This design comes from an exercise in tuning for small area, a short achievable clock period and few clock cycles on the open sky130 flow, not from production work. Function was not checked in any run shown here: the RTL went through the layout flow alone. Power figures rest on the tool's default switching activity, not on a simulated workload.

<file path="flow/run.sh">
#!/bin/bash
# Standard layout, with small drive-2 buffers on the ports instead of the default delay buffers.
set -euo pipefail
export BUFFER_PORTS_ARGS="-buffer_cell sky130_fd_sc_hd__buf_2"
bash standard.sh > standard_flow.log 2>&1
</file>
<file path="design.v">
`timescale 1ns / 1ps
module np_read_req_gen(
    input         clk,
    input         rst,
    input         transferstart,
    input         rd_dma_start_one,
    input  [63:0] dmaras,
    input  [31:0] dmarad,
    input  [31:0] dmarxs,
    input         rd_TX_des_start_one,
    input  [63:0] TX_des_addr,
    input  [2:0]  read_req_size,
    input  [15:0] req_id,
    input  [31:0] completion_pending,
    output        ready,
    output        non_posted_fifo_wren,
    output [63:0] non_posted_fifo_data,
    output [4:0]  tx_waddr,
    output [31:0] tx_wdata,
    output        tx_we
    );
function [11:0] add11(input [10:0] x, input [10:0] y, input cin);
    reg [10:0] g, p, G, P;
    integer l, i, j;
    begin
        g = x & y;
        p = x ^ y;
        G = g;
        P = p;
        G[0] = g[0] | (p[0] & cin);
        for (l = 0; l < 4; l = l + 1)
            for (i = 0; i < 11; i = i + 1)
                if (i & (1 << l)) begin
                    j = ((i >> l) << l) - 1;
                    G[i] = G[i] | (P[i] & G[j]);
                    P[i] = P[i] & P[j];
                end
        add11 = {G[10], p ^ {G[9:0], cin}};
    end
endfunction
function [51:0] pand52(input [51:0] x);
    reg [51:0] s;
    integer l, i, j;
    begin
        s = x;
        for (l = 0; l < 6; l = l + 1)
            for (i = 0; i < 52; i = i + 1)
                if (i & (1 << l)) begin
                    j = ((i >> l) << l) - 1;
                    s[i] = s[i] & s[j];
                end
        pand52 = s;
    end
endfunction
function le11(input [10:0] x, input [10:0] y);
    reg [11:0] r;
    begin
        r = add11(y, ~x, 1'b1);    
        le11 = r[11];
    end
endfunction
reg        rdy, s_calc, s_w1, s_w2;
reg        des;           
reg        last;          
reg        ok;            
reg        fmt;           
reg        inc;           
reg [63:2] a;             
reg [27:2] d;             
reg [31:2] n;             
reg [12:2] fkb;           
reg [12:2] L;             
reg [4:0]  T;             
reg        wren;
reg [63:0] data;
wire start_dma = rdy & rd_dma_start_one;
wire start_des = rdy & rd_TX_des_start_one;
wire fire1 = s_w1 & ok;   
wire [12:2] R = 11'd1 << ({1'b0, read_req_size} + 4'd5);
reg nR, FR;
integer k;
always @(*) begin
    nR = 1'b0;
    FR = 1'b0;
    for (k = 0; k < 6; k = k + 1)
        if (read_req_size == k) begin
            nR = ((n & ~((30'd2 << (k + 5)) - 30'd1)) == 30'd0)
               & (((n & (30'd1 << (k + 5))) == 30'd0) | ((n & ((30'd1 << (k + 5)) - 30'd1)) == 30'd0));
            FR = ((fkb & ~((11'd2 << (k + 5)) - 11'd1)) == 11'd0)
               & (((fkb & (11'd1 << (k + 5))) == 11'd0) | ((fkb & ((11'd1 << (k + 5)) - 11'd1)) == 11'd0));
        end
end
wire nF = (n[31:13] == 19'd0) & le11(n[12:2], fkb);
wire lst = nR & nF;
wire [12:2] Lnx = lst ? n[12:2] : (FR ? fkb : R);
wire s_calc_d = ~rst & start_dma;
wire s_w1_d = ~rst & (start_des | (transferstart & (s_calc | (s_w1 & ~ok) | (s_w2 & ~last))));
wire s_w2_d = ~rst & fire1;
wire rdy_d = rst | (rdy & ~rd_dma_start_one & ~rd_TX_des_start_one)
           | (~transferstart & (s_calc | (s_w1 & ~ok))) | (s_w2 & (last | ~transferstart));
wire [12:2] L_d = start_des ? 11'd8 : (s_calc | s_w2) ? Lnx : L;
wire [4:0] T_d = s_w2 ? T + 5'd1 : T;
wire ok_d = ~completion_pending[T_d];
wire [11:0] lo_sum = add11({1'b0, a[11:2]}, {1'b0, L[11:2]}, 1'b0);
wire [51:0] hi_all = pand52(a[63:12]);
wire [63:12] hi_sum = a[63:12] ^ ({hi_all[50:0], 1'b1} & {52{inc}});
wire c32 = inc & hi_all[19];
wire [63:0] ld_addr = rd_dma_start_one ? dmaras : TX_des_addr;
wire ld_fmt = |ld_addr[63:32];
wire fmt_d = start_dma | start_des ? ld_fmt
           : (s_w2 & c32) ? ~hi_all[51] : fmt;
wire [11:0] d_lo = add11(d[12:2], L, 1'b0);
wire [14:0] d_hiall = pand52({37'd0, d[27:13]});
wire [27:13] d_hi = d[27:13] ^ ({d_hiall[13:0], 1'b1} & {15{d_lo[11]}});
wire [11:0] n_lo = add11(n[12:2], ~L, 1'b1);            
wire [18:0] n_hiz = pand52({33'd0, ~n[31:13]});
wire [31:13] n_hi = n[31:13] ^ ({n_hiz[17:0], 1'b1} & {19{~n_lo[11]}});
wire [11:0] f_lo = add11(fkb, ~L, 1'b1);
wire [11:0] f0 = add11(11'd0, {1'b0, ~dmaras[11:2]}, 1'b1);  
wire [63:0] word1_d = {1'b0, 1'b0, fmt_d, 5'b0, 1'b0, 3'b0, 4'b0, 1'b0, 1'b0, 2'b00, 2'b00,
                       L_d[11:2], req_id, 3'b000, T_d, 4'hF, 4'hF};
wire [63:0] word2_d = fmt ? {a[63:2], 2'b00} : {a[31:2], 2'b00, 32'h0};
always @(posedge clk) begin
    rdy <= rdy_d;
    s_calc <= s_calc_d;
    s_w1 <= s_w1_d;
    s_w2 <= s_w2_d;
    wren <= s_w2_d | (s_w1_d & ok_d);
    data <= fire1 ? word2_d : word1_d;
    T <= T_d;
    ok <= ok_d;
    L <= L_d;
    fmt <= fmt_d;
    if (start_dma | start_des) a <= ld_addr[63:2];
    else if (s_w2) a <= {hi_sum, lo_sum[9:0]};
    if (fire1) inc <= lo_sum[10] | L[12];
    if (start_dma) d <= dmarad[27:2];
    else if (s_w2) d <= {d_hi, d_lo[10:0]};
    if (start_dma | start_des) des <= start_des;
    if (start_dma) begin
        n <= dmarxs[31:2];
        fkb <= f0[10:0];
    end else if (fire1) begin
        n <= {n_hi, n_lo[10:0]};
        fkb <= (f_lo[10:0] == 11'd0) ? 11'd1024 : f_lo[10:0];
    end
    if (start_des) last <= 1'b1;
    else if (s_calc | s_w2) last <= lst;
    else if (s_w1 & ~transferstart) last <= 1'b1;
end
assign ready = rdy;
assign non_posted_fifo_wren = wren;
assign non_posted_fifo_data = data;
assign tx_we = s_w2;
assign tx_waddr = T;
assign tx_wdata = {des, 9'b0, d[27:6]};
endmodule
</file>
<file path="standard.sh">
#!/bin/bash
# synth_recipe.tcl (not shown) runs the flow's synth.tcl, then flattens the netlist and writes it again
# the make line also repeats each setting of config.mk as NAME=value (left out here)
make -C /OpenROAD-flow-scripts/flow DESIGN_CONFIG=/design/flow/config.mk WORK_HOME=/design/flow/orfs CLKGATE_MAP_FILE= SYNTH_SCRIPT=/design/flow/synth_recipe.tcl "${@:-finish}"
</file>
<file path="constraint.sdc">
create_clock -name core_clock -period 4.5 [get_ports {clk}]
set_input_delay 0.9000 -clock core_clock [delete_from_list [all_inputs] [get_ports {clk}]]
set_output_delay 0.9000 -clock core_clock [all_outputs]
set_load 0.01 [all_outputs]
</file>
<file path="config.mk">
export PLATFORM = sky130hd
export DESIGN_NAME = np_read_req_gen
export DESIGN_NICKNAME = np_read_req_gen
export VERILOG_FILES = /design/flow/design.v
export SDC_FILE = /design/flow/constraint.sdc
export NUM_CORES = 4
export LEC_CHECK = 0
export CAP_MARGIN = 20
export CORE_MARGIN = 2
export CORE_UTILIZATION = 40
export PLACE_DENSITY = 0.6
export SLEW_MARGIN = 20
</file>
==> results.toml, run 1 <==
[status]
status = "no timing/DRC/antenna violations"

[critical_path]
r2r_start = "L[2]$_DFF_P_"
cp.arrival_ps = 3720
cpPeakStageDelay_ps = 550
rrSetupSlack_ps = 1070
timing.rr.end = "fkb[12]$_DFFE_PP_"
critPathTopFamily = "compound AO/OA/AOI/OAI gates"
cp-end-kind = "flip-flop"
slowest_stage = "a2111oi_0"
crit_path_max_fanout = 5
cp-start-kind = "flip-flop"
path_buf_inv = 1
critPathKind = "reg -> reg"
r2r_cells = 14
crit_chain = "ha_1 > fa_1 > inv_1 > a21o_1 > a21o_1 > a2111oi_0 > nor4b_1 > nor2_1 > fa_1 > nand3_1 > nor3_1 > nand3_1 > nor3_1 > a221o_1"
crit_required_ps = 4790

[finish]
drive_gt1_share_pct = 24.8
synthToLayoutAreaGrowth_pct = 20.6
nets = 2060
nFillCells = 3217

[detailed_routing]
drc = 0
drt_iter0_drc = 760
wirelength_mm = 41.1
ant_nets = 0
via_count = 11700
routedWlPerCell_um = 18.6
vias_per_cell = 5.27
drt-pass1-iter-count = 5

[global_route]
grt_max_degree = 73
grt_pass1_vias = 11200
grt_pass1_wl_mm = 63.1
overflow = 0
antenna_found_initial = 6
gr-usage-all-layers_pct = 22.6

[cts]
cts_resized = 0
cts_max_level = 1
clock_sinks = 218
cts_buffers = 27
cts_tree = "built"
postCtsSetupRepairBufs = 0
ctsHoldBuffers = 0
clkLatencyLatePin_ps = 540
clockBufferDepth = 3
clkTransAtPathRegs_ps = 60
root_buffer = "clkbuf_16"

[sta]
timing.fmax_ghz = 0.291
fin_skew_ps = 11.1
relSlewSlack_pct = 42.4
worst_pin_slew_ps = 856
final.setup.worst_slack_ps = 1070
hold_ws_ps = 476
fin_tns_setup_ps = 0
period_minus_slack_ps = 3430
rsz0062_at_grt = "no"
finalMaxSlewViolations = 0
setup_viol = 0
finalHoldViolations = 0
period_share_pct = 76.3

[power]
netSwitchingFraction_pct = 36.7
p_int_mw = 5.40
power_frac_clock_pct = 24.6
pwr-share-seq_pct = 38.9
p_sw_mw = 3.13
peakVddDrop_mv = 0.311
pwr_density_cell_nw_per_um2 = 517
combPwrFrac_pct = 36.5
total_power_mw = 8.52
power.leakage_nw = 7.28

[logic_synthesis]
yosys-top-cells-area = "edfxtp_1, dfxtp_1, mux2i_1, nand2_1, ha_1"
synth_edf_count = 131
synth_commonest_cells = "nand2_1, edfxtp_1, nor2_1"
ys.flop_type = "edfxtp_1"
ys_seq_area_share_pct = 41.5
yosysWarnings = 1
ys_ff_latch = 218
synth_top_cell_by_area = "edfxtp_1"
synth.distinct_cells = 71
synth.top_cell.area_share_pct = 28.8
syn_inst = 1451
async_flop_share_pct = 0
syn_avg_cell_area_um2 = 9.42
netlist_area_um2 = 13700
yosysMostFrequentCell = "nand2_1"

[place]
place_ws_ps = 910
place_congestion = 0.909
place_hpwl_mm = 31.6
io_buffers = 330

[floorplan]
dieWidth_um = 189
core-area_um2 = 33600
die_h_um = 189
row_count = 67
dieArea_um2 = 35700
start_util_pct = 40.7
io_pins = 352

[worst_hold_path]
worstHoldPathType = "reg -> reg"
min_to = "data[3]$_SDFF_PN1_"
hold_depth = 2
hold_start = "a[3]$_DFFE_PP_"

[job]
cap_violations = 0
==> power by group through the flow <==
stage               sequential (mW)  combinational (mW)  clock (mW)
floorplan                      3.20                2.20           0
global placement               3.34                3.04           0
detailed placement             3.35                3.10           0
CTS                            3.31                3.13        2.15
global route                   3.38                3.51        2.23
finish                         3.31                3.11        2.10
==> worst max path at each step <==
stage,start,to,cells past startpoint
after floorplan,rd_dma_start_one,a[10]$_DFFE_PP_,4
after global placement,read_req_size[0],data[32]$_DFF_P_,9
after detailed placement,read_req_size[0],data[32]$_DFF_P_,9
after CTS,L[2]$_DFF_P_,fkb[12]$_DFFE_PP_,14
after global routing,L[2]$_DFF_P_,fkb[12]$_DFFE_PP_,14
final,L[2]$_DFF_P_,fkb[12]$_DFFE_PP_,14
==> sequential cells by signal (all words and copies together) (netlist names) <==
name / cells
ok: 1
s_calc: 1
T: 5
s_w1: 1
fmt: 1
d: 26
s_w2: 1
inc: 1
rdy: 1
fkb: 11
data: 63
a: 62
des: 1
L: 11
last: 1
wren: 1
n: 30
==> area by class of cell <==
| cell class | instances | area (um2) | area share, % |
|---|---|---|---|
| Multi-Input combinational cell | 1083 | 7320 | 44.4 |
| Sequential cell | 218 | 5680 | 34.4 |
| Clock inverter | 10 | 52.6 | 0.319 |
| Antenna cell | 3 | 7.51 | 0.0455 |
| Clock buffer | 40 | 818 | 4.96 |
| Inverter | 57 | 214 | 1.30 |
| Tap cell | 448 | 561 | 3.40 |
| Timing Repair Buffer | 352 | 1830 | 11.1 |
==> per-layer routing <==
metal | wire length (um) | up-vias | GRT usage (%)
met4 | 1290 | 4 | 7.15
met5 | 24 | - | 0
li1 | - | 5729 | -
met2 | 19400 | 394 | 38.2
met3 | 2700 | 71 | 4.15
met1 | 17700 | 5455 | 29.3
==> cells by family after synthesis <==
group                      Yosys count  share of synthesized area (%)
DFF                                218                           41.5
xor gates and xnor gates           102                           6.59
adders and majority gates           73                           7.56
other                                1                         0.0274
AOI/OAI and AO/OA                  270                           12.2
and+or+nand+nor                    525                           18.6
buffers and inverters              158                           5.34
muxes                              104                           8.12
==> stage by stage <==
step           area (um2)  util, %  instances
3_5_place_dp        15600     46.4       2158
3_3_place_gp        15600     46.4       2158
5_1_grt             16500     49.0       2209
2_1_floorplan       13700        -       1459
4_1_cts             16500     49.0       2208
6_report            16500     49.0       2211
==> placed cells by master (no fill, tap or decap), types with 57 or more instances in the layout <==
master and n:
a21oi_1 82, buf_2 329, dfxtp_1 86, edfxtp_1 131
ha_1 57, mux2i_1 94, nand2_1 191, nor2_1 107
o21ai_0 86, xor2_1 61
==> worst min-delay path: cells and delay by family, from the launching register on <==
family | cells | cell delay (ps)
flip-flops | 1 | 340
AND/OR/NAND/NOR | 2 | 100
==> run 2: changes to the inputs <==
--- a/design.v
+++ b/design.v
@@ -100,20 +100,24 @@
            | (~transferstart & (s_calc | (s_w1 & ~ok))) | (s_w2 & (last | ~transferstart));
-wire [12:2] L_d = start_des ? 11'd8 : (s_calc | s_w2) ? Lnx : L;
-wire [4:0] T_d = s_w2 ? T + 5'd1 : T;
+wire [12:2] L_d = (start_des | des) ? 11'd8 : Lnx;    
+wire [4:0] T_d = T + {4'd0, s_w2};
 wire ok_d = ~completion_pending[T_d];
-wire [11:0] lo_sum = add11({1'b0, a[11:2]}, {1'b0, L[11:2]}, 1'b0);
+wire [12:2] Lw2 = L & {11{s_w2}};
+wire [11:0] lo_sum = add11({1'b0, a[11:2]}, {1'b0, Lw2[11:2]}, 1'b0);
+wire [11:0] lo_cy = add11({1'b0, a[11:2]}, {1'b0, L[11:2]}, 1'b0);
+wire inc_w2 = inc & s_w2;
 wire [51:0] hi_all = pand52(a[63:12]);
-wire [63:12] hi_sum = a[63:12] ^ ({hi_all[50:0], 1'b1} & {52{inc}});
-wire c32 = inc & hi_all[19];
+wire [63:12] hi_sum = a[63:12] ^ ({hi_all[50:0], 1'b1} & {52{inc_w2}});
+wire c32 = inc_w2 & hi_all[19];
 wire [63:0] ld_addr = rd_dma_start_one ? dmaras : TX_des_addr;
 wire ld_fmt = |ld_addr[63:32];
-wire fmt_d = start_dma | start_des ? ld_fmt
-           : (s_w2 & c32) ? ~hi_all[51] : fmt;
-wire [11:0] d_lo = add11(d[12:2], L, 1'b0);
+wire start = start_dma | start_des;
+wire fmt_d = start ? ld_fmt : c32 ? ~hi_all[51] : fmt;
+wire [11:0] d_lo = add11(d[12:2], Lw2, 1'b0);
 wire [14:0] d_hiall = pand52({37'd0, d[27:13]});
 wire [27:13] d_hi = d[27:13] ^ ({d_hiall[13:0], 1'b1} & {15{d_lo[11]}});
-wire [11:0] n_lo = add11(n[12:2], ~L, 1'b1);            
+wire [12:2] Lw1 = L & {11{fire1}};
+wire [11:0] n_lo = add11(n[12:2], ~Lw1, 1'b1);            
 wire [18:0] n_hiz = pand52({33'd0, ~n[31:13]});
 wire [31:13] n_hi = n[31:13] ^ ({n_hiz[17:0], 1'b1} & {19{~n_lo[11]}});
-wire [11:0] f_lo = add11(fkb, ~L, 1'b1);
+wire [11:0] f_lo = add11(fkb, ~Lw1, 1'b1);
 wire [11:0] f0 = add11(11'd0, {1'b0, ~dmaras[11:2]}, 1'b1);  
@@ -132,19 +136,10 @@
     L <= L_d;
+    last <= lst | start_des | des | (s_w1 & ~transferstart);
     fmt <= fmt_d;
-    if (start_dma | start_des) a <= ld_addr[63:2];
-    else if (s_w2) a <= {hi_sum, lo_sum[9:0]};
-    if (fire1) inc <= lo_sum[10] | L[12];
-    if (start_dma) d <= dmarad[27:2];
-    else if (s_w2) d <= {d_hi, d_lo[10:0]};
-    if (start_dma | start_des) des <= start_des;
-    if (start_dma) begin
-        n <= dmarxs[31:2];
-        fkb <= f0[10:0];
-    end else if (fire1) begin
-        n <= {n_hi, n_lo[10:0]};
-        fkb <= (f_lo[10:0] == 11'd0) ? 11'd1024 : f_lo[10:0];
-    end
-    if (start_des) last <= 1'b1;
-    else if (s_calc | s_w2) last <= lst;
-    else if (s_w1 & ~transferstart) last <= 1'b1;
+    inc <= lo_cy[10] | L[12];
+    des <= start_des | (des & ~start_dma);
+    a <= start ? ld_addr[63:2] : {hi_sum, lo_sum[9:0]};
+    d <= start_dma ? dmarad[27:2] : {d_hi, d_lo[10:0]};
+    n <= start_dma ? dmarxs[31:2] : {n_hi, n_lo[10:0]};
+    fkb <= start_dma ? f0[10:0] : (f_lo[10:0] == 11'd0) ? 11'd1024 : f_lo[10:0];
 end
==> run 2 against run 1 <==
Compared with the run above:
- clock skew is 13 ps higher
- combinational power is 22% lower
- power is 11% lower
- utilization is 0.42 points higher
- critical path type unchanged
- final cell count is 1.9% lower
- first-iteration DRC count is 10% lower
- sequential share of layout area is 5.6 points lower
==> results.toml, run 2 <==
[logic_synthesis]
synth_edf_count = 0
synth_top_cell_by_area = "dfxtp_1"
netlist_area_um2 = 12400
synth.distinct_cells = 71
syn_avg_cell_area_um2 = 8.44
syn_inst = 1472
async_flop_share_pct = 0
yosysWarnings = 1
yosysMostFrequentCell = "dfxtp_1"
synth.top_cell.area_share_pct = 35.1
ys_ff_latch = 218
yosys-top-cells-area = "dfxtp_1, mux2i_1, ha_1, nand2_1, xor2_1"
ys.flop_type = "dfxtp_1"
synth_commonest_cells = "dfxtp_1, nand2_1, nor2_1"
ys_seq_area_share_pct = 35.1

[detailed_routing]
vias_per_cell = 5.31
via_count = 11500
drt_iter0_drc = 683
routedWlPerCell_um = 18.2
drc = 0
drt-pass1-iter-count = 5
ant_nets = 0
wirelength_mm = 39.4

[cts]
cts_buffers = 26
cts_tree = "built"
cts_resized = 0
root_buffer = "clkbuf_16"
ctsHoldBuffers = 0
clkTransAtPathRegs_ps = 60
clockBufferDepth = 3
clock_sinks = 218
clkLatencyLatePin_ps = 540
postCtsSetupRepairBufs = 0
cts_max_level = 1

[global_route]
grt_pass1_vias = 11200
gr-usage-all-layers_pct = 23.4
grt_max_degree = 96
overflow = 0
grt_pass1_wl_mm = 61.4
antenna_found_initial = 5

[sta]
period_share_pct = 81.9
relSlewSlack_pct = 37.5
rsz0062_at_grt = "no"
period_minus_slack_ps = 3690
fin_skew_ps = 24.4
timing.fmax_ghz = 0.271
worst_pin_slew_ps = 938
fin_tns_setup_ps = 0
finalHoldViolations = 0
setup_viol = 0
finalMaxSlewViolations = 0

[critical_path]
cp-end-kind = "flip-flop"
crit_path_max_fanout = 7
cp-start-kind = "flip-flop"
crit_required_ps = 4960
critPathKind = "reg -> reg"
cp.arrival_ps = 4150
r2r_start = "s_w1$_DFF_P_"
startpoint = "s_w1$_DFF_P_"

[power]
total_power_mw = 7.57
peakVddDrop_mv = 0.281
power.leakage_nw = 7.19
pwr_density_cell_nw_per_um2 = 501

[worst_hold_path]
hold_start = "n[15]$_DFF_P_"
worstHoldPathType = "reg -> reg"

[place]
io_buffers = 330
placed_area_um2 = 14200
place_congestion = 0.918
place_hpwl_mm = 30.9

[finish]
top_regs = "data x63, a x62, n x30"
final-seq-area_um2 = 4370
synthToLayoutAreaGrowth_pct = 21.7
final_common_cell = "buf_2"
regMostFlops = "data"
nets = 2078
nFillCells = 2984
stdcell_area_um2 = 15100
drive_gt1_share_pct = 23.7
largest_reg_flops = 63
final_cell_mix = "buf_2, dfxtp_1, nand2_1"
multi_input_area_um2 = 7410

[floorplan]
start_util_pct = 40.6
dieArea_um2 = 32500
dieWidth_um = 180
die_h_um = 180
core-area_um2 = 30600
io_pins = 352
row_count = 64

[status]
status = "no timing/DRC/antenna violations"

[job]
cap_violations = 0
==> run 2: cell count changes in the layout (fill, tap and decap cells not counted), sizes merged, moves of 9 or more <==
cell	previous run	this run
o22ai	0	12
nand2	193	216
a21oi	82	67
mux2i	94	83
a31oi	5	19
and3	8	17
dfxtp	87	218
buf	352	342
and2	6	18
nor3	34	24
nand3	49	63
edfxtp	131	0
o31ai	11	1
==> run 2: kinds of logic (layout without fill, tap and decap cells) <==
group | Yosys count | after routing | share of synthesized area, %
xor+xnor | 100 | 100 | 7.05
flops | 218 | 218 | 35.1
mux | 98 | 98 | 8.77
other cells | 1 | 12 | 0.0302
compound gates | 272 | 272 | 13.3
fa+ha+maj | 81 | 81 | 9.12
simple gates | 551 | 551 | 21.0
buf+inv | 151 | 440 | 5.64
==> run 2: path summary, 6_finish.rpt <==
check             slack [ps]               to  cells after the start
hold / removal           480    n[15]$_DFF_P_                      2
hold reg to reg          480    n[15]$_DFF_P_                      2
setup / recovery         810  fkb[12]$_DFF_P_                     14
setup reg to reg         810  fkb[12]$_DFF_P_                     14
==> run 2: stage by stage <==
stage,std cells,hold WS (ps),worst slack [ps],util [%]
3_5_place_dp,2117,475,841,46.4
3_3_place_gp,2117,471,921,46.4
2_1_floorplan,1480,425,645,-
6_report,2168,483,813,49.5
4_1_cts,2165,484,819,49.4
5_1_grt,2165,504,450,49.4
==> run 2: cell type report <==
| type | instances | share of cell area (%) |
|---|---|---|
| antenna | 3 | 0.0496 |
| clock buffer | 36 | 5.02 |
| clock inverter | 12 | 1.03 |
| inverter | 50 | 1.25 |
| multi-input combinational | 1111 | 49.0 |
| sequential | 218 | 28.9 |
| tap | 396 | 3.28 |
| timing repair buffer | 342 | 11.5 |
==> run 2: routing by layer <==
metal	part of all wire (%)	global-route usage [%]
met2	47	39.0
met3	7.2	5.01
met4	3.6	8.32
met5	0.094	0
met1	43	30.0
==> run 2: report_power, final <==
part           switching, mW  leakage, nW  total, mW  internal, mW
Sequential             0.538         1.82       2.91          2.37
Combinational           1.34         4.93       2.44          1.10
Clock                  0.868        0.442       2.22          1.36
==> run 2: critical path: stages, from the launching register on <==
cell and delay (ps):
dfxtp_1 410, and2_1 290, nand2_1 230, ha_1 340, nor2b_1 120, o21ai_0 110, a21oi_1 190, o21ai_0 150
fa_1 390, xnor2_1 160, or3b_2 500, or3_1 370, nor3_1 140, nor3_1 80, a21oi_1 150
==> run 3: changes to the inputs <==
--- a/config.mk
+++ b/config.mk
@@ -7,2 +7,3 @@
 export LEC_CHECK = 0
+export ABC_CLOCK_PERIOD_IN_PS = 2000
 export CAP_MARGIN = 20
@@ -11,2 +12,3 @@
 export PLACE_DENSITY = 0.6
+export SETUP_SLACK_MARGIN = 2.0
 export SLEW_MARGIN = 20
==> run 3 against run 2 <==
Compared with the run above:
- wire length rose by 5.9%
- fmax is 13% higher
- critical endpoint unchanged
- synthesized area stayed put
- via count is 3.8% higher
==> results.toml, run 3 <==
[status]
status = "no timing/DRC/antenna violations"

[power]
p_int_mw = 5.18
combPwrFrac_pct = 37.1
p_sw_mw = 3.04
power_frac_clock_pct = 26.9
netSwitchingFraction_pct = 37.0
pwr-share-seq_pct = 36.0
peakVddDrop_mv = 0.413
pwr_density_cell_nw_per_um2 = 490
power.leakage_nw = 7.79

[place]
place_hpwl_mm = 30.6
io_buffers = 330
place_congestion = 0.854
place_ws_ps = 975
place_inst = 2117

[finish]
final-seq-area_um2 = 4410
regMostFlops = "data"
drive_gt1_share_pct = 34.7
nets = 2135
top_regs = "data x63, a x62, n x30"
nFillCells = 2914
final_cells = 2228
synthToLayoutAreaGrowth_pct = 35.0
final_common_cell = "buf_2"
multi_input_area_um2 = 8370
final_cell_mix = "buf_2, nand2_1, dfxtp_1"
largest_reg_flops = 63

[sta]
final.setup.worst_slack_ps = 1240
setup_viol = 0
finalHoldViolations = 0
rsz0062_at_grt = "yes"
worst_pin_slew_ps = 948
fin_tns_setup_ps = 0
period_minus_slack_ps = 3260
finalMaxSlewViolations = 0
period_share_pct = 72.4
relSlewSlack_pct = 36.8
timing.fmax_ghz = 0.307
fin_skew_ps = 26.8

[logic_synthesis]
async_flop_share_pct = 0
syn_inst = 1472
synth_xor_area_share_pct = 7.05
netlist_area_um2 = 12400
synth_commonest_cells = "dfxtp_1, nand2_1, nor2_1"
synth_adder_area_share_pct = 9.12
synth.top_cell.area_share_pct = 35.1
synth_edf_count = 0
ys_seq_area_share_pct = 35.1
yosysWarnings = 1
synthSimpleGateAreaFrac_pct = 21.0
synth_top_family_by_area = "simple AND/OR/NAND/NOR gates"
ys.flop_type = "dfxtp_1"
yosysMostFrequentCell = "dfxtp_1"
muxShareOfSynthArea_pct = 8.77
yosys-top-cells-area = "dfxtp_1, mux2i_1, ha_1, nand2_1, xor2_1"
syn_avg_cell_area_um2 = 8.44
synth-compound-area-share_pct = 13.3
synth.distinct_cells = 71
synth_top_cell_by_area = "dfxtp_1"
ys_ff_latch = 218

[cts]
clkLatencyLatePin_ps = 540
cts_tree = "built"
root_buffer = "clkbuf_16"
clkTransAtPathRegs_ps = 60
clockBufferDepth = 3
cts_buffers = 26
cts_max_level = 1
clock_sinks = 218

[global_route]
antenna_found_initial = 6
grt_pass1_wl_mm = 63.8
gr-usage-all-layers_pct = 24.6
grt_pass1_vias = 11600
grt_max_degree = 96
overflow = 0

[floorplan]
start_util_pct = 40.6
core-area_um2 = 30600
die_h_um = 180
dieWidth_um = 180
dieArea_um2 = 32500
io_pins = 352
row_count = 64

[critical_path]
critPathKind = "reg -> reg"
crit_chain = "and3_4 > ha_1 > fa_2 > nor2b_1 > o21ai_1 > a21oi_2 > o21ai_2 > fa_2 > xnor2_2 > or3b_4 > or3_1 > nor3_2 > nor3_1 > a21oi_1"
cpPeakStageDelay_ps = 400
cp-start-kind = "flip-flop"
cp.arrival_ps = 3710
crit_path_max_fanout = 4
slowest_stage = "or3b_4"
cp-end-kind = "flip-flop"
crit_required_ps = 4950
rrSetupSlack_ps = 1240
cpMostUsedCell = "fa_2"

[detailed_routing]
via_count = 12000
drc = 0
ant_nets = 0
routedWlPerCell_um = 18.7
vias_per_cell = 5.37
wirelength_mm = 41.7
drt_iter0_drc = 673
drt-pass1-iter-count = 7

[job]
cap_violations = 0

[worst_hold_path]
worstHoldPathType = "reg -> reg"
-- run 3: cell count changes in the layout (fill, tap and decap cells not counted), moves of 14 or more --
cell and delta:
o21ai_1 +26, o21ai_0 -36, buf_6 +23, nand2_1 -15, ha_1 -15, dfxtp_1 -22
ha_4 +14, dfxtp_2 +17, buf_4 +23
-- run 3: layout make-up --
cell class | count | area share, %
timing repair buffer | 398 | 14.3
antenna | 6 | 0.0895
sequential | 218 | 26.3
clock inverter | 12 | 0.917
tap | 396 | 2.95
inverter | 50 | 1.12
multi-input combinational | 1112 | 49.9
clock buffer | 36 | 4.46
-- run 3: worst paths after layout --
| check | startpoint | end | cells past startpoint |
|---|---|---|---|
| worst max-delay path | ok$_DFF_P_ | fkb[12]$_DFF_P_ | 14 |
| worst min-delay path | n[23]$_DFF_P_ | n[23]$_DFF_P_ | 2 |
| worst max register to register | ok$_DFF_P_ | fkb[12]$_DFF_P_ | 14 |
| worst min register to register | n[23]$_DFF_P_ | n[23]$_DFF_P_ | 2 |
-- run 3: cells by family after synthesis --
family,Yosys count
buf+inv,151
other cells,1
compound gates,272
xor+xnor,100
mux,98
simple gates,551
fa+ha+maj,81
flops,218
-- run 3: routing by layer --
metal | up-vias | GRT usage, % | part of all wire (%)
met3 | 88 | 4.00 | 5.2
met1 | 5660 | 29.1 | 40
met5 | - | 0 | 0
met2 | 394 | 44.6 | 51
met4 | 0 | 8.71 | 3.8
li1 | 5817 | - | -
-- run 3: power groups by stage --
stage	clock network (mW)	registers [mW]	logic, mW
floorplan	0	2.79	1.87
global placement	0	2.95	2.48
detailed placement	0	2.95	2.53
CTS	2.24	2.93	2.89
global route	2.32	3.01	3.36
finish	2.21	2.96	3.05
-- run 3: repair_timing --
action / 4_1_cts / 5_1_grt
pin swaps: 34 / 51
resized for setup: 133 / 80
setup buffers: 37 / 16
setup endpoints to repair: 88 / 84
endpoints found under the hold margin: 0 / 0
hold buffers: 0 / 0
gates cloned: 3 / 1
-- run 3: stage by stage --
stage          utilization (%)  total power [mW]  instance area, um2  hold slack, ps
2_1_floorplan                -              4.66               12800             425
3_3_place_gp              47.3              5.42               14500             469
3_5_place_dp              47.3              5.48               14500             468
4_1_cts                   53.2              8.06               16300             490
5_1_grt                   54.9              8.69               16800             517
6_report                  54.9              8.22               16800             487
-- run 3: worst max-delay path: cells and delay by family, from the launching register on --
family	cells	cell delay [ps]
AND/OR/NAND/NOR	6	1270
AO/OA/AOI/OAI	4	510
XOR/XNOR	1	150
flip-flops	1	360
adder cells (fa/ha/maj)	3	890
==> run 4: changes to the inputs <==
--- a/design.v
+++ b/design.v
@@ -71,3 +71,5 @@
 reg [12:2] fkb;           
-reg [12:2] L;             
+reg [12:2] LA;            
+reg [12:2] LB;            
+reg [5:0]  rsh;           
 reg [4:0]  T;             
@@ -77,4 +79,5 @@
 wire start_des = rdy & rd_TX_des_start_one;
+wire start = start_dma | start_des;
 wire fire1 = s_w1 & ok;   
-wire [12:2] R = 11'd1 << ({1'b0, read_req_size} + 4'd5);
+wire [12:2] R = {rsh, 5'd0};
 reg nR, FR;
@@ -84,9 +87,8 @@
     FR = 1'b0;
-    for (k = 0; k < 6; k = k + 1)
-        if (read_req_size == k) begin
-            nR = ((n & ~((30'd2 << (k + 5)) - 30'd1)) == 30'd0)
-               & (((n & (30'd1 << (k + 5))) == 30'd0) | ((n & ((30'd1 << (k + 5)) - 30'd1)) == 30'd0));
-            FR = ((fkb & ~((11'd2 << (k + 5)) - 11'd1)) == 11'd0)
-               & (((fkb & (11'd1 << (k + 5))) == 11'd0) | ((fkb & ((11'd1 << (k + 5)) - 11'd1)) == 11'd0));
-        end
+    for (k = 0; k < 6; k = k + 1) begin
+        nR = nR | (rsh[k] & ((n & ~((30'd2 << (k + 5)) - 30'd1)) == 30'd0)
+               & (((n & (30'd1 << (k + 5))) == 30'd0) | ((n & ((30'd1 << (k + 5)) - 30'd1)) == 30'd0)));
+        FR = FR | (rsh[k] & ((fkb & ~((11'd2 << (k + 5)) - 11'd1)) == 11'd0)
+               & (((fkb & (11'd1 << (k + 5))) == 11'd0) | ((fkb & ((11'd1 << (k + 5)) - 11'd1)) == 11'd0)));
+    end
 end
@@ -100,24 +102,21 @@
            | (~transferstart & (s_calc | (s_w1 & ~ok))) | (s_w2 & (last | ~transferstart));
-wire [12:2] L_d = (start_des | des) ? 11'd8 : Lnx;    
+wire [12:2] L_d = (start_des | des) ? 11'd8 : Lnx;
 wire [4:0] T_d = T + {4'd0, s_w2};
 wire ok_d = ~completion_pending[T_d];
-wire [12:2] Lw2 = L & {11{s_w2}};
-wire [11:0] lo_sum = add11({1'b0, a[11:2]}, {1'b0, Lw2[11:2]}, 1'b0);
-wire [11:0] lo_cy = add11({1'b0, a[11:2]}, {1'b0, L[11:2]}, 1'b0);
-wire inc_w2 = inc & s_w2;
+wire fire1_d = s_w1_d & ok_d;
+wire [11:0] lo_sum = add11({1'b0, a[11:2]}, {1'b0, LB[11:2]}, 1'b0);
+wire [11:0] lo_cy = add11({1'b0, a[11:2]}, {1'b0, LA[11:2]}, 1'b0);
 wire [51:0] hi_all = pand52(a[63:12]);
-wire [63:12] hi_sum = a[63:12] ^ ({hi_all[50:0], 1'b1} & {52{inc_w2}});
-wire c32 = inc_w2 & hi_all[19];
+wire [63:12] hi_sum = a[63:12] ^ ({hi_all[50:0], 1'b1} & {52{inc}});
+wire c32 = inc & hi_all[19];
 wire [63:0] ld_addr = rd_dma_start_one ? dmaras : TX_des_addr;
 wire ld_fmt = |ld_addr[63:32];
-wire start = start_dma | start_des;
 wire fmt_d = start ? ld_fmt : c32 ? ~hi_all[51] : fmt;
-wire [11:0] d_lo = add11(d[12:2], Lw2, 1'b0);
+wire [11:0] d_lo = add11(d[12:2], LB, 1'b0);
 wire [14:0] d_hiall = pand52({37'd0, d[27:13]});
 wire [27:13] d_hi = d[27:13] ^ ({d_hiall[13:0], 1'b1} & {15{d_lo[11]}});
-wire [12:2] Lw1 = L & {11{fire1}};
-wire [11:0] n_lo = add11(n[12:2], ~Lw1, 1'b1);            
+wire [11:0] n_lo = add11(n[12:2], ~LA, 1'b1);            
 wire [18:0] n_hiz = pand52({33'd0, ~n[31:13]});
 wire [31:13] n_hi = n[31:13] ^ ({n_hiz[17:0], 1'b1} & {19{~n_lo[11]}});
-wire [11:0] f_lo = add11(fkb, ~Lw1, 1'b1);
+wire [11:0] f_lo = add11(fkb, ~LA, 1'b1);
 wire [11:0] f0 = add11(11'd0, {1'b0, ~dmaras[11:2]}, 1'b1);  
@@ -131,3 +130,3 @@
     s_w2 <= s_w2_d;
-    wren <= s_w2_d | (s_w1_d & ok_d);
+    wren <= s_w2_d | fire1_d;
     data <= fire1 ? word2_d : word1_d;
@@ -135,7 +134,9 @@
     ok <= ok_d;
-    L <= L_d;
+    LA <= fire1_d ? L_d : 11'd0;
+    LB <= LA;
     last <= lst | start_des | des | (s_w1 & ~transferstart);
     fmt <= fmt_d;
-    inc <= lo_cy[10] | L[12];
+    inc <= lo_cy[10] | LA[12];
     des <= start_des | (des & ~start_dma);
+    rsh <= 6'd1 << read_req_size;
     a <= start ? ld_addr[63:2] : {hi_sum, lo_sum[9:0]};
@@ -143,3 +144,3 @@
     n <= start_dma ? dmarxs[31:2] : {n_hi, n_lo[10:0]};
-    fkb <= start_dma ? f0[10:0] : (f_lo[10:0] == 11'd0) ? 11'd1024 : f_lo[10:0];
+    fkb <= start_dma ? f0[10:0] : (fkb == LA) ? 11'd1024 : f_lo[10:0];
 end
--- a/config.mk
+++ b/config.mk
@@ -7,3 +7,2 @@
 export LEC_CHECK = 0
-export ABC_CLOCK_PERIOD_IN_PS = 2000
 export CAP_MARGIN = 20
@@ -12,3 +11,2 @@
 export PLACE_DENSITY = 0.6
-export SETUP_SLACK_MARGIN = 2.0
 export SLEW_MARGIN = 20
==> run 4 against run 3 <==
Compared with the run above:
- still clean
- fmax shrank 13%
- worst hold slack got worse by 100 ps
- worst setup slack got worse by 480 ps
- via count decreased by 5.0%
- register-to-register slack worse by 480 ps
- clock power about the same
- global-route usage shrank 0.95 points
- wire length decreased by 3.4%
==> results.toml, run 4 <==
[sta]
finalMaxSlewViolations = 0
fin_tns_setup_ps = 0
period_share_pct = 83.2
rsz0062_at_grt = "no"
relSlewSlack_pct = 37.0
setup_viol = 0
fin_skew_ps = 13.5
timing.fmax_ghz = 0.267
period_minus_slack_ps = 3740
worst_pin_slew_ps = 941
finalHoldViolations = 0

[critical_path]
slowest_stage = "or4_4"
cp-end-kind = "flip-flop"
r2r_start = "n[17]$_DFF_P_"
r2r_cells = 7
critPathTopFamily = "simple AND/OR/NAND/NOR gates"
crit_required_ps = 4950
cpPeakStageDelay_ps = 700
cp-start-kind = "flip-flop"
rrSetupSlack_ps = 760
cp.arrival_ps = 4200
path_buf_inv = 0
crit_chain = "or4_4 > or4_4 > or3_1 > or4_4 > or4_4 > mux2_4 > o22ai_2"
cpMostUsedCell = "or4_4"
critPathKind = "reg -> reg"
crit_path_max_fanout = 16
timing.rr.end = "data[41]$_DFF_P_"

[global_route]
grt_use_met3_pct = 3.11
top_usage_layer = "met2"
overflow = 0
use_met2_pct = 42.0
antenna_found_initial = 1
grt_max_degree = 49
grt_pass1_vias = 10900
gr-usage-all-layers_pct = 23.6
grt_use_met1_pct = 29.8
grt_pass1_wl_mm = 61.1

[cts]
clock_sinks = 235
cts_buffers = 27
ctsHoldBuffers = 0
cts_resized = 0
clkLatencyLatePin_ps = 540
root_buffer = "clkbuf_16"
cts_max_level = 1
cts_tree = "built"
postCtsSetupRepairBufs = 0
clockBufferDepth = 3
clkTransAtPathRegs_ps = 60

[finish]
nets = 2062
final_cell_mix = "buf_2, dfxtp_1, nand2_1"
final_common_cell = "buf_2"
regMostFlops = "data"
drive_gt1_share_pct = 24.1
synthToLayoutAreaGrowth_pct = 21.4
final-seq-area_um2 = 4710
largest_reg_flops = 63
top_regs = "data x63, a x62, n x30"
multi_input_area_um2 = 7250
nFillCells = 3085
final_cells = 2153

[detailed_routing]
via_count = 11400
wirelength_mm = 40.3
drc = 0
routedWlPerCell_um = 18.7
vias_per_cell = 5.27
drt_iter0_drc = 638
drt-pass1-iter-count = 7
ant_nets = 0

[place]
io_buffers = 330
place_hpwl_mm = 31.9
place_inst = 2106
place_congestion = 0.898

[worst_hold_path]
hold_depth = 0
hold_start = "LA[5]$_SDFF_PN0_"
min_to = "LB[5]$_DFF_P_"
worstHoldPathType = "reg -> reg"

[logic_synthesis]
synth_edf_count = 0
syn_inst = 1451
yosysMostFrequentCell = "dfxtp_1"
synth.distinct_cells = 64
ys_ff_latch = 235
synth_commonest_cells = "dfxtp_1, nand2_1, nor2_1"
ys.flop_type = "dfxtp_1"
ys_seq_area_share_pct = 37.2
netlist_area_um2 = 12600
synth.top_cell.area_share_pct = 37.2
async_flop_share_pct = 0
yosys-top-cells-area = "dfxtp_1, ha_1, mux2i_1, nand2_1, xnor2_1"
synth_top_cell_by_area = "dfxtp_1"
syn_avg_cell_area_um2 = 8.70
yosysWarnings = 1

[power]
netSwitchingFraction_pct = 35.5
power_frac_clock_pct = 28.7
pwr-share-seq_pct = 39.7
combPwrFrac_pct = 31.6
total_power_mw = 7.68
peakVddDrop_mv = 0.294
p_int_mw = 4.96
power.leakage_nw = 7.04
p_sw_mw = 2.73
pwr_density_cell_nw_per_um2 = 501

[floorplan]
core-area_um2 = 31300
dieArea_um2 = 33000
start_util_pct = 40.3
dieWidth_um = 182
io_pins = 352
die_h_um = 182
row_count = 65

[job]
cap_violations = 0

[status]
status = "no timing/DRC/antenna violations"
[run 4: changes by cell type after synthesis, sizes merged, moves of 11 or more]
cell | before | now
a21oi | 67 | 82
dfxtp | 218 | 235
nor2b | 25 | 36
a211oi | 19 | 37
nand2 | 216 | 167
mux2i | 83 | 69
o21ai | 95 | 68
xor2 | 57 | 44
[run 4: routing by layer]
| metal | up-vias | wire length (um) |
|---|---|---|
| met5 | - | 0 |
| met4 | 0 | 1180 |
| met3 | 60 | 1880 |
| met2 | 327 | 19600 |
| met1 | 5314 | 17600 |
| li1 | 5656 | - |
[run 4: cell families (layout without fill, tap and decap cells)]
| family | after synthesis | in the layout | synth area share [%] |
|---|---|---|---|
| other | 1 | 10 | 0.0297 |
| and+or+nand+nor | 510 | 510 | 19.6 |
| AOI/OAI and AO/OA | 291 | 291 | 14.5 |
| adders and majority gates | 81 | 81 | 8.97 |
| DFF | 235 | 235 | 37.2 |
| muxes | 81 | 81 | 7.28 |
| buffers and inverters | 156 | 447 | 5.76 |
| xor gates and xnor gates | 96 | 96 | 6.66 |
[run 4: final cells by class]
| type | instances | share of cell area, % |
|---|---|---|
| multi-input cells | 1068 | 47.3 |
| flip-flops and latches | 235 | 30.7 |
| repair buffers | 346 | 11.6 |
| clock buffers | 40 | 5.25 |
| well taps | 402 | 3.28 |
| inverters | 55 | 1.35 |
| clock inverters | 6 | 0.563 |
| diodes | 1 | 0.0163 |
[run 4: stage by stage]
step	utilization [%]	setup slack (ps)	area (um2)	hold WS, ps
after floorplan	-	894	12700	355
after global placement	46.1	781	14400	365
after detailed placement	46.1	766	14400	371
after CTS	49.0	743	15300	383
after global routing	49.0	644	15300	397
final	49.0	758	15300	387
[run 4: power groups by stage]
stage	sequential, mW	clock [mW]	combinational (mW)
floorplan	2.94	0	1.74
finish	3.05	2.20	2.43
CTS	3.04	2.25	2.44
global route	3.11	2.34	2.73
global placement	3.07	0	2.39
detailed placement	3.09	0	2.43
[run 4: worst max path at each step]
stage	startpoint	cells past startpoint	to	slack (ps)
finish	n[17]$_DFF_P_	7	data[41]$_DFF_P_	760
CTS	n[17]$_DFF_P_	7	data[41]$_DFF_P_	740
floorplan	n[19]$_DFF_P_	10	data[41]$_DFF_P_	890
detailed placement	n[17]$_DFF_P_	7	data[41]$_DFF_P_	770
global route	n[17]$_DFF_P_	7	data[41]$_DFF_P_	640
global placement	n[17]$_DFF_P_	7	data[41]$_DFF_P_	780
==> run 5: changes to the inputs <==
--- a/design.v
+++ b/design.v
@@ -82,15 +82,8 @@
 wire [12:2] R = {rsh, 5'd0};
-reg nR, FR;
-integer k;
-always @(*) begin
-    nR = 1'b0;
-    FR = 1'b0;
-    for (k = 0; k < 6; k = k + 1) begin
-        nR = nR | (rsh[k] & ((n & ~((30'd2 << (k + 5)) - 30'd1)) == 30'd0)
-               & (((n & (30'd1 << (k + 5))) == 30'd0) | ((n & ((30'd1 << (k + 5)) - 30'd1)) == 30'd0)));
-        FR = FR | (rsh[k] & ((fkb & ~((11'd2 << (k + 5)) - 11'd1)) == 11'd0)
-               & (((fkb & (11'd1 << (k + 5))) == 11'd0) | ((fkb & ((11'd1 << (k + 5)) - 11'd1)) == 11'd0)));
-    end
-end
-wire nF = (n[31:13] == 19'd0) & le11(n[12:2], fkb);
+wire [10:0] m_lo = {rsh, 5'd0} - 11'd1;
+wire [10:0] m_hi = ~(m_lo | {rsh, 5'd0});
+wire n_hz = ~|n[31:13];
+wire nR = n_hz & ~|(n[12:2] & m_hi) & (~|(n[12:2] & R) | ~|(n[12:2] & m_lo));
+wire FR = ~|(fkb & m_hi) & (~|(fkb & R) | ~|(fkb & m_lo));
+wire nF = n_hz & le11(n[12:2], fkb);
 wire lst = nR & nF;
==> run 5 against run 4 <==
Compared with the run above:
- still clean on timing, DRC and antenna
- first-iteration DRC count rose by 7.8%
- critical endpoint is now LA[12]$_SDFF_PP0_
- synthesized cell count rose by 0.90%
- utilization rose by 0.52 points
- clock power rose by 12%
- power rose by 5.7%
- die area rose by 1.1%
- clock skew barely moved
==> results.toml, run 5 <==
[logic_synthesis]
netlist_area_um2 = 12800
synth_top_cell_by_area = "dfxtp_1"
muxShareOfSynthArea_pct = 7.05
yosysWarnings = 1
synth_edf_count = 0
yosysMostFrequentCell = "dfxtp_1"
synthSimpleGateAreaFrac_pct = 18.6
ys.flop_type = "dfxtp_1"
ys_seq_area_share_pct = 36.8
synth_xor_area_share_pct = 6.10
synth_adder_area_share_pct = 9.46
synth.distinct_cells = 71
synth_top_family_by_area = "simple AND/OR/NAND/NOR gates"
synth_commonest_cells = "dfxtp_1, nand2_1, nor2_1"
ys_ff_latch = 235
syn_avg_cell_area_um2 = 8.73
async_flop_share_pct = 0
yosys-top-cells-area = "dfxtp_1, ha_1, mux2i_1, nand2_1, a21oi_1"
synth.top_cell.area_share_pct = 36.8
syn_inst = 1464
synth-compound-area-share_pct = 15.9

[sta]
period_share_pct = 75.6
fin_tns_setup_ps = 0
rsz0062_at_grt = "no"
period_minus_slack_ps = 3400
finalHoldViolations = 0
fin_skew_ps = 13.4
finalMaxSlewViolations = 0
relSlewSlack_pct = 30.0
worst_pin_slew_ps = 1040
setup_viol = 0
timing.fmax_ghz = 0.294

[power]
pwr_density_cell_nw_per_um2 = 521
power.leakage_nw = 7.12
peakVddDrop_mv = 0.352

[critical_path]
cpPeakStageDelay_ps = 640
crit_chain = "ha_1 > mux4_2 > mux4_2 > mux2i_1 > nand3_1 > a211oi_1"
slowest_stage = "ha_1"
crit_path_max_fanout = 10
r2r_start = "s_w2$_DFF_P_"
cp-start-kind = "flip-flop"
cpMostUsedCell = "mux4_2"
timing.rr.end = "LA[12]$_SDFF_PP0_"
rrSetupSlack_ps = 1100
cp-end-kind = "flip-flop"
r2r_cells = 6
cp.arrival_ps = 3860
crit_required_ps = 4960
critPathKind = "reg -> reg"

[detailed_routing]
vias_per_cell = 5.32
drt_iter0_drc = 688
routedWlPerCell_um = 18.3
ant_nets = 0
drc = 0
drt-pass1-iter-count = 7
via_count = 11500
wirelength_mm = 39.6

[cts]
cts_resized = 0
cts_max_level = 1
clkTransAtPathRegs_ps = 60
postCtsSetupRepairBufs = 0
clock_sinks = 235
clockBufferDepth = 3
cts_tree = "built"
cts_buffers = 28
root_buffer = "clkbuf_16"
ctsHoldBuffers = 0
clkLatencyLatePin_ps = 550

[worst_hold_path]
min_to = "LB[4]$_DFF_P_"
hold_depth = 0
hold_start = "LA[4]$_SDFF_PN0_"
worstHoldPathType = "reg -> reg"

[finish]
final_common_cell = "buf_2"
top_regs = "data x63, a x62, n x30"
final_cell_mix = "buf_2, dfxtp_1, nand2_1"
largest_reg_flops = 63
nets = 2076
nFillCells = 3073
stdcell_area_um2 = 15600
synthToLayoutAreaGrowth_pct = 21.9
regMostFlops = "data"
drive_gt1_share_pct = 24.4

[global_route]
antenna_found_initial = 5
grt_pass1_wl_mm = 60.9
overflow = 0
grt_pass1_vias = 11300
gr-usage-all-layers_pct = 23.1
grt_max_degree = 65

[place]
io_buffers = 330
place_hpwl_mm = 30.6
place_congestion = 0.929
placed_area_um2 = 14600

[floorplan]
io_pins = 352
dieArea_um2 = 33400
row_count = 65
die_h_um = 183
start_util_pct = 40.6
core-area_um2 = 31500
dieWidth_um = 183

[job]
cap_violations = 0

[status]
status = "no timing/DRC/antenna violations"
-- run 5: final cells by class --
cell class              instances  area (um2)  share of cell area, %
diodes                          4        10.0                 0.0643
clock buffers                  36         781                   5.01
clock inverters                16         231                   1.49
inverters                      63         236                   1.52
multi-input cells            1070        7350                   47.2
flip-flops and latches        235        4710                   30.2
well taps                     402         503                   3.23
repair buffers                343        1750                   11.2
-- run 5: cell families after synthesis --
group / Yosys count
flops: 235
other cells: 1
fa+ha+maj: 87
buf+inv: 167
mux: 76
simple gates: 492
compound gates: 317
xor+xnor: 89
-- run 5: metal layers --
metal	wire, um	vias to the layer above	share of wire [%]	track usage [%]
li1	-	5723	-	-
met1	17200	5358	43	29.0
met2	18800	370	47	40.1
met3	2310	82	5.8	3.97
met4	1340	0	3.4	7.94
met5	0	-	0	0
-- run 5: where the power goes --
| group | total [mW] | internal, mW | switching [mW] |
|---|---|---|---|
| registers | 3.06 | 2.54 | 0.525 |
| clock network | 2.46 | 1.52 | 0.943 |
| logic | 2.60 | 1.15 | 1.45 |
| total | 8.12 | 5.20 | 2.92 |
-- run 5: worst max-delay path by stage --
stage | from | slack (ps) | to
2_1_floorplan | rd_dma_start_one | 1800 | a[5]$_DFF_P_
3_3_place_gp | s_w2$_DFF_P_ | 1120 | LA[12]$_SDFF_PP0_
3_5_place_dp | s_w2$_DFF_P_ | 1040 | LA[12]$_SDFF_PP0_
4_1_cts | s_w2$_DFF_P_ | 1030 | LA[12]$_SDFF_PP0_
5_1_grt | s_w2$_DFF_P_ | 800 | LA[12]$_SDFF_PP0_
6_report | s_w2$_DFF_P_ | 1100 | LA[12]$_SDFF_PP0_
-- run 5: per-stage QoR --
step	hold slack (ps)	setup WS, ps	total power, mW	cells	util (%)
after floorplan	355	1800	4.78	1472	-
after global placement	387	1120	5.63	2113	46.2
after detailed placement	384	1040	5.67	2113	46.2
after CTS	392	1030	8.16	2165	49.4
after global routing	403	802	8.63	2168	49.5
final	392	1100	8.12	2169	49.5
-- run 5: critical path: cells and delay by family (launching register included) --
kind / cells / cell delay [ps]
flip-flops: 1 / 370
AND/OR/NAND/NOR: 1 / 440
multiplexers: 3 / 1550
AO/OA/AOI/OAI: 1 / 310
adder cells (fa/ha/maj): 1 / 640
==> run 6: changes to the inputs <==
--- a/config.mk
+++ b/config.mk
@@ -11,2 +11,3 @@
 export PLACE_DENSITY = 0.6
+export SETUP_SLACK_MARGIN = 1.5
 export SLEW_MARGIN = 20
==> run 6 against run 5 <==
Compared with the run above:
- still clean on timing, DRC and antenna
- non-clock buffer count grew 10
- final area up 0.78%
- combinational power up 2%
- synthesized area did not move
- critical path depth is the same
- wire length increased by 0.32%
- sequential share of layout area is 0.23 points lower
- fmax grew 20%
- worst hold slack barely moved
- worst setup slack gained 560 ps
- final cell count rose by 0.46%
- sequential power about the same
==> results.toml, run 6 <==
[status]
status = "no timing/DRC/antenna violations"

[logic_synthesis]
synth_top_cell_by_area = "dfxtp_1"
synth_edf_count = 0
syn_inst = 1464
synth_commonest_cells = "dfxtp_1, nand2_1, nor2_1"
yosys-top-cells-area = "dfxtp_1, ha_1, mux2i_1, nand2_1, a21oi_1"
synth.top_cell.area_share_pct = 36.8
ys.flop_type = "dfxtp_1"
netlist_area_um2 = 12800
async_flop_share_pct = 0
syn_avg_cell_area_um2 = 8.73
yosysMostFrequentCell = "dfxtp_1"
ys_ff_latch = 235
yosysWarnings = 1
synth.distinct_cells = 71
ys_seq_area_share_pct = 36.8

[detailed_routing]
drt_iter0_drc = 653
via_count = 11600
vias_per_cell = 5.32
routedWlPerCell_um = 18.2
ant_nets = 0
drt-pass1-iter-count = 7
drc = 0
wirelength_mm = 39.7

[critical_path]
cp-end-kind = "flip-flop"
cp.arrival_ps = 3310
cpPeakStageDelay_ps = 540
path_buf_inv = 0
slowest_stage = "or4_4"
rrSetupSlack_ps = 1650
crit_chain = "or4_4 > or3_4 > nor4b_4 > o2111ai_4 > mux2_4 > o22ai_2"
cp-start-kind = "flip-flop"
crit_path_max_fanout = 13
critPathKind = "reg -> reg"
crit_required_ps = 4960
critPathTopFamily = "simple AND/OR/NAND/NOR gates"

[global_route]
grt_pass1_vias = 11300
overflow = 0
grt_pass1_wl_mm = 61.0
gr-usage-all-layers_pct = 23.2
antenna_found_initial = 5
grt_max_degree = 65

[place]
place_congestion = 0.929
place_hpwl_mm = 30.6
io_buffers = 330

[floorplan]
io_pins = 352
die_h_um = 183
dieWidth_um = 183
row_count = 65
dieArea_um2 = 33400
core-area_um2 = 31500
start_util_pct = 40.6

[sta]
period_minus_slack_ps = 2850
fin_skew_ps = 13.0
period_share_pct = 63.2
setup_viol = 0
finalHoldViolations = 0
timing.fmax_ghz = 0.351
hold_ws_ps = 392
finalMaxSlewViolations = 0
relSlewSlack_pct = 40.5
rsz0062_at_grt = "no"
worst_pin_slew_ps = 893
fin_tns_setup_ps = 0

[power]
pwr_density_cell_nw_per_um2 = 522
power.leakage_nw = 7.17
peakVddDrop_mv = 0.351

[cts]
clkTransAtPathRegs_ps = 60
ctsHoldBuffers = 0
clockBufferDepth = 3
clkLatencyLatePin_ps = 550
root_buffer = "clkbuf_16"
clock_sinks = 235
cts_buffers = 28
cts_tree = "built"
cts_max_level = 1

[finish]
final_cell_mix = "buf_2, dfxtp_1, nand2_1"
nets = 2086
final_common_cell = "buf_2"
largest_reg_flops = 63
regMostFlops = "data"
synthToLayoutAreaGrowth_pct = 22.9
drive_gt1_share_pct = 25.2
top_regs = "data x63, a x62, n x30"

[job]
cap_violations = 0

[worst_hold_path]
worstHoldPathType = "reg -> reg"
run 6: kinds of logic after synthesis:
logic type	Yosys count	synth area share, %
AND/OR/NAND/NOR	492	18.6
flip-flops	235	36.8
AO/OA/AOI/OAI	317	15.9
adder cells (fa/ha/maj)	87	9.46
XOR/XNOR	89	6.10
other	1	0.0294
multiplexers	76	7.05
buffers and inverters	167	5.98
run 6: stage by stage:
step	worst slack (ps)	cells	total power [mW]	util [%]	instance area (um2)
2_1_floorplan	1800	1472	4.78	-	12800
3_3_place_gp	1120	2113	5.63	46.2	14600
3_5_place_dp	1040	2113	5.67	46.2	14600
4_1_cts	1520	2165	8.18	49.5	15600
5_1_grt	1500	2178	8.69	49.9	15700
6_report	1650	2179	8.18	49.9	15700
run 6: worst paths after layout:
| check | start | depth (start not counted) | endpoint |
|---|---|---|---|
| min reg2reg | LA[4]$_SDFF_PN0_ | 0 | LB[4]$_DFF_P_ |
| min | LA[4]$_SDFF_PN0_ | 0 | LB[4]$_DFF_P_ |
| max | n[15]$_DFF_P_ | 6 | data[36]$_DFF_P_ |
| max reg2reg | n[15]$_DFF_P_ | 6 | data[36]$_DFF_P_ |
run 6: metal layers:
layer	wire [um]	track usage [%]
met1	17200	29.1
met2	18900	40.1
met4	1280	7.94
met5	0	0
met3	2370	3.97
run 6: layout make-up:
type                    instances  area (um2)
fillers                      3062       15800
repair buffers                353        1830
diodes                          4        10.0
flip-flops and latches        235        4710
clock inverters                16         231
inverters                      63         236
multi-input cells            1070        7400
clock buffers                  36         781
well taps                     402         503
run 6: what timing repair did:
action / in CTS / in global routing
pin swaps: 0 / 3
buffers inserted: 0 / 10
resized for setup: 6 / 4
endpoints found under the setup margin: 19 / 22
run 6: power by group:
part | total [mW] | switching (mW) | internal, mW
logic | 2.66 | 1.47 | 1.19
clock network | 2.46 | 0.945 | 1.52
registers | 3.06 | 0.526 | 2.54
total | 8.18 | 2.94 | 5.24
==> run 7: changes to the inputs <==
--- a/design.v
+++ b/design.v
@@ -66,3 +66,2 @@
 reg        fmt;           
-reg        inc;           
 reg [63:2] a;             
@@ -75,4 +74,5 @@
 reg [4:0]  T;             
+reg [4:0]  T1;            
 reg        wren;
-reg [63:0] data;
+reg        w2f, w2n;      
 wire start_dma = rdy & rd_dma_start_one;
@@ -96,3 +96,3 @@
 wire [12:2] L_d = (start_des | des) ? 11'd8 : Lnx;
-wire [4:0] T_d = T + {4'd0, s_w2};
+wire [4:0] T_d = s_w2 ? T1 : T;
 wire ok_d = ~completion_pending[T_d];
@@ -100,3 +100,3 @@
 wire [11:0] lo_sum = add11({1'b0, a[11:2]}, {1'b0, LB[11:2]}, 1'b0);
-wire [11:0] lo_cy = add11({1'b0, a[11:2]}, {1'b0, LA[11:2]}, 1'b0);
+wire inc = lo_sum[10] | LB[12];    
 wire [51:0] hi_all = pand52(a[63:12]);
@@ -115,5 +115,2 @@
 wire [11:0] f0 = add11(11'd0, {1'b0, ~dmaras[11:2]}, 1'b1);  
-wire [63:0] word1_d = {1'b0, 1'b0, fmt_d, 5'b0, 1'b0, 3'b0, 4'b0, 1'b0, 1'b0, 2'b00, 2'b00,
-                       L_d[11:2], req_id, 3'b000, T_d, 4'hF, 4'hF};
-wire [63:0] word2_d = fmt ? {a[63:2], 2'b00} : {a[31:2], 2'b00, 32'h0};
 always @(posedge clk) begin
@@ -124,4 +121,6 @@
     wren <= s_w2_d | fire1_d;
-    data <= fire1 ? word2_d : word1_d;
+    w2f <= fire1 & fmt;
+    w2n <= fire1 & ~fmt;
     T <= T_d;
+    T1 <= T_d + 5'd1;
     ok <= ok_d;
@@ -131,3 +130,2 @@
     fmt <= fmt_d;
-    inc <= lo_cy[10] | LA[12];
     des <= start_des | (des & ~start_dma);
@@ -141,3 +139,13 @@
 assign non_posted_fifo_wren = wren;
-assign non_posted_fifo_data = data;
+assign non_posted_fifo_data[63]    = (w2f & a[63]) | (w2n & a[31]);
+assign non_posted_fifo_data[62]    = (w2f & a[62]) | (w2n & a[30]);
+assign non_posted_fifo_data[61]    = (w2f & a[61]) | (w2n & a[29]) | (s_w1 & fmt);
+assign non_posted_fifo_data[60:42] = ({19{w2f}} & a[60:42]) | ({19{w2n}} & a[28:10]);
+assign non_posted_fifo_data[41:34] = ({8{w2f}} & a[41:34]) | ({8{w2n}} & a[9:2]) | ({8{s_w1}} & LA[11:4]);
+assign non_posted_fifo_data[33:32] = ({2{w2f}} & a[33:32]) | ({2{s_w1}} & LA[3:2]);
+assign non_posted_fifo_data[31:16] = ({16{w2f}} & a[31:16]) | ({16{s_w1}} & req_id);
+assign non_posted_fifo_data[15:13] = {3{w2f}} & a[15:13];
+assign non_posted_fifo_data[12:8]  = ({5{w2f}} & a[12:8]) | ({5{s_w1}} & T);
+assign non_posted_fifo_data[7:2]   = ({6{w2f}} & a[7:2]) | {6{s_w1}};
+assign non_posted_fifo_data[1:0]   = {2{s_w1}};
 assign tx_we = s_w2;
--- a/config.mk
+++ b/config.mk
@@ -11,3 +11,3 @@
 export PLACE_DENSITY = 0.6
-export SETUP_SLACK_MARGIN = 1.5
+export SETUP_SLACK_MARGIN = 2.2
 export SLEW_MARGIN = 20
==> run 7 against run 6 <==
Compared with the run above:
- largest power group is now combinational cells
- combinational power grew 29%
- die area shrank 8.6%
- sequential cell count shrank 57
- critical endpoint is now LA[8]$_SDFF_PP0_
- global-route usage grew 3.5 points
==> results.toml, run 7 <==
[finish]
regMostFlops = "a"
nets = 2063
largest_reg_flops = 62
drive_gt1_share_pct = 37.8
nFillCells = 2612
top_regs = "a x62, n x30, d x26"
stdcell_area_um2 = 16400
synthToLayoutAreaGrowth_pct = 40.6
final_common_cell = "buf_2"
final_cell_mix = "buf_2, dfxtp_1, nand2_1"

[floorplan]
dieWidth_um = 175
row_count = 62
start_util_pct = 40.6
die_h_um = 175
dieArea_um2 = 30500
io_pins = 352
core-area_um2 = 28700

[worst_hold_path]
worstHoldPathType = "reg -> reg"
hold_start = "LA[4]$_SDFF_PP0_"
hold_depth = 0
min_to = "LB[4]$_DFF_P_"

[job]
cap_violations = 0

[detailed_routing]
drc = 0
ant_nets = 0
via_count = 12000
drt-pass1-iter-count = 8
routedWlPerCell_um = 20.0
wirelength_mm = 42.8
drt_iter0_drc = 1082
vias_per_cell = 5.59

[cts]
cts_tree = "built"
cts_max_level = 4
clockBufferDepth = 2
cts_buffers = 17
clock_sinks = 178
root_buffer = "clkbuf_16"
clkTransAtPathRegs_ps = 80
clkLatencyLatePin_ps = 430

[logic_synthesis]
synth_commonest_cells = "dfxtp_1, nand2_1, nor2_1"
ys.flop_type = "dfxtp_1"
syn_avg_cell_area_um2 = 8.49
ys_seq_area_share_pct = 30.7
yosysWarnings = 1
syn_inst = 1372
synth_top_cell_by_area = "dfxtp_1"
yosys-top-cells-area = "dfxtp_1, ha_1, xor2_1, a22o_1, mux2i_1"
synth.top_cell.area_share_pct = 30.4
async_flop_share_pct = 0
synth_edf_count = 1
ys_ff_latch = 178
synth.distinct_cells = 71
netlist_area_um2 = 11600
yosysMostFrequentCell = "dfxtp_1"

[critical_path]
crit_path_max_fanout = 4
cpPeakStageDelay_ps = 450
path_buf_inv = 2
critPathKind = "reg -> reg"
critPathTopFamily = "simple AND/OR/NAND/NOR gates"
cp.arrival_ps = 2920
worst-path-stages = 9
crit_required_ps = 4770
cp-end-kind = "flip-flop"
slowest_stage = "or4_4"
r2r_cells = 9
crit_chain = "or3_4 > nand4b_4 > or4_4 > or4_4 > nand4b_4 > buf_12 > buf_16 > nor2_4 > a211oi_2"
cp-start-kind = "flip-flop"
r2r_start = "n[19]$_DFF_P_"
timing.rr.end = "LA[8]$_SDFF_PP0_"
rrSetupSlack_ps = 1860

[sta]
fin_tns_setup_ps = 0
setup_viol = 0
timing.fmax_ghz = 0.378
rsz0062_at_grt = "yes"
final.setup.worst_slack_ps = 1860
fin_skew_ps = 14.8
relSlewSlack_pct = 32.0
period_minus_slack_ps = 2640
worst_pin_slew_ps = 1020
finalMaxSlewViolations = 0
period_share_pct = 58.8
finalHoldViolations = 0
hold_ws_ps = 390

[place]
placed_area_um2 = 13500
place_ws_ps = 1150
place_congestion = 0.874
place_hpwl_mm = 29.0
io_buffers = 330

[status]
status = "no timing/DRC/antenna violations"

[power]
power.leakage_nw = 7.31
peakVddDrop_mv = 0.323
pwr_density_cell_nw_per_um2 = 457

[global_route]
grt_max_degree = 77
gr-usage-all-layers_pct = 26.6
overflow = 0
grt_pass1_vias = 11500
antenna_found_initial = 4
grt_pass1_wl_mm = 63.3
-- run 7: cell types whose count changed in the layout (fill, tap and decap cells not counted), moves of 18 or more --
cell,before,now
nor2_1,114,68
a21oi_1,86,68
a22o_1,5,48
buf_4,24,42
o21ai_1,2,23
nand2b_1,7,35
nand2_1,151,86
dfxtp_1,234,144
nand3_1,60,23
o21ai_0,65,33
dfxtp_2,0,18
buf_6,0,52
-- run 7: metal layers --
metal / vias to the layer above / wire, um / track usage [%]
met5: - / 0 / 0
met4: 0 / 1940 / 12.7
met3: 92 / 2600 / 4.22
met2: 477 / 21100 / 46.6
met1: 5683 / 17100 / 31.9
li1: 5698 / - / -
-- run 7: timing repair --
| action | in CTS | in global routing |
|---|---|---|
| endpoints found under the hold margin | 0 | 0 |
| endpoints found under the setup margin | 184 | 172 |
| hold buffers | 0 | 0 |
| buffers inserted | 55 | 30 |
| resized for setup | 213 | 94 |
| pin swaps | 133 | 70 |
| gates cloned | 16 | 2 |
-- run 7: how the worst max path moves through the flow --
| stage | startpoint | end | slack [ps] |
|---|---|---|---|
| 2_1_floorplan | rd_dma_start_one | fmt$_DFFE_PP_ | 1930 |
| 3_3_place_gp | rd_dma_start_one | fmt$_DFFE_PP_ | 1230 |
| 3_5_place_dp | rd_dma_start_one | fmt$_DFFE_PP_ | 1150 |
| 4_1_cts | n[19]$_DFF_P_ | LA[2]$_SDFF_PP0_ | 1830 |
| 5_1_grt | n[19]$_DFF_P_ | LA[12]$_SDFF_PP0_ | 1790 |
| 6_report | n[19]$_DFF_P_ | LA[8]$_SDFF_PP0_ | 1860 |
-- run 7: layout make-up --
| class | instances | area [um2] | share of cell area, % |
|---|---|---|---|
| Inverter | 74 | 280 | 1.71 |
| Antenna cell | 4 | 10.0 | 0.0611 |
| Timing Repair Buffer | 441 | 3220 | 19.7 |
| Clock buffer | 18 | 429 | 2.62 |
| Sequential cell | 178 | 3650 | 22.3 |
| Multi-Input combinational cell | 1024 | 8170 | 49.9 |
| Clock inverter | 14 | 133 | 0.810 |
| Tap cell | 384 | 480 | 2.93 |
-- run 7: stage by stage --
stage / total power, mW / utilization, % / instances
floorplan: 4.44 / - / 1380
global placement: 5.18 / 47.0 / 1998
detailed placement: 5.24 / 47.0 / 1998
CTS: 7.20 / 54.6 / 2101
global route: 7.94 / 57.1 / 2137
finish: 7.48 / 57.1 / 2137
-- run 7: logic make-up after synthesis --
logic type,count (synthesis),synth area share (%)
muxes,52,4.67
other,1,0.0322
buffers and inverters,179,6.99
AOI/OAI and AO/OA,362,21.9
DFF,178,30.7
xor gates and xnor gates,91,6.84
and+or+nand+nor,430,19.4
adders and majority gates,79,9.52
-- run 7: worst register-to-register path, delay by kind of cell (launching register included) --
kind	cells	cell delay [ps]
simple gates	6	1780
flops	1	330
buf+inv	2	320
compound gates	1	50
-- run 7: power by group --
group | internal, mW | total (mW) | switching, mW
sequential | 1.98 | 2.59 | 0.617
clock | 0.740 | 1.46 | 0.716
combinational | 1.69 | 3.43 | 1.74
total | 4.40 | 7.48 | 3.08

[what the ideal ports hide]
Ports are ideal in the flow. The routed layouts listed here were re-timed in OpenROAD.
Step 1 sets driving cells, clkbuf_16 on the clock port and buf_2 on the other inputs (assumed; they add their load-dependent delay and slew).
Step 2 also shifts input and output timing later by t, the mid clock arrival at the registers, as if the neighbouring blocks saw the same clock.
Slacks: no drivers / after step 1 / after step 2; pairs: no drivers / after step 1.
run	t, ns	setup WS [ns]	hold slack, ns
run 1	0.585	1.067 / 1.067 / 0.829	0.476 / 0.476 / 0.476
run 2	0.578	0.813 / 0.813 / 0.813	0.483 / 0.483 / 0.483
run 3	0.581	1.240 / 1.240 / 1.240	0.487 / 0.487 / 0.487
run 4	0.582	0.758 / 0.758 / 0.758	0.387 / 0.387 / 0.387
run 5	0.592	1.097 / 1.097 / 1.097	0.392 / 0.392 / 0.392
run 6	0.591	1.655 / 1.655 / 1.499	0.392 / 0.392 / 0.392
run 7	0.473	1.855 / 1.855 / 1.634	0.390 / 0.390 / 0.390
After both steps every run listed still meets setup and hold. The setup slack of run 1, which loses most, moves by 0.000 ns with the drivers and by -0.238 ns with both steps.
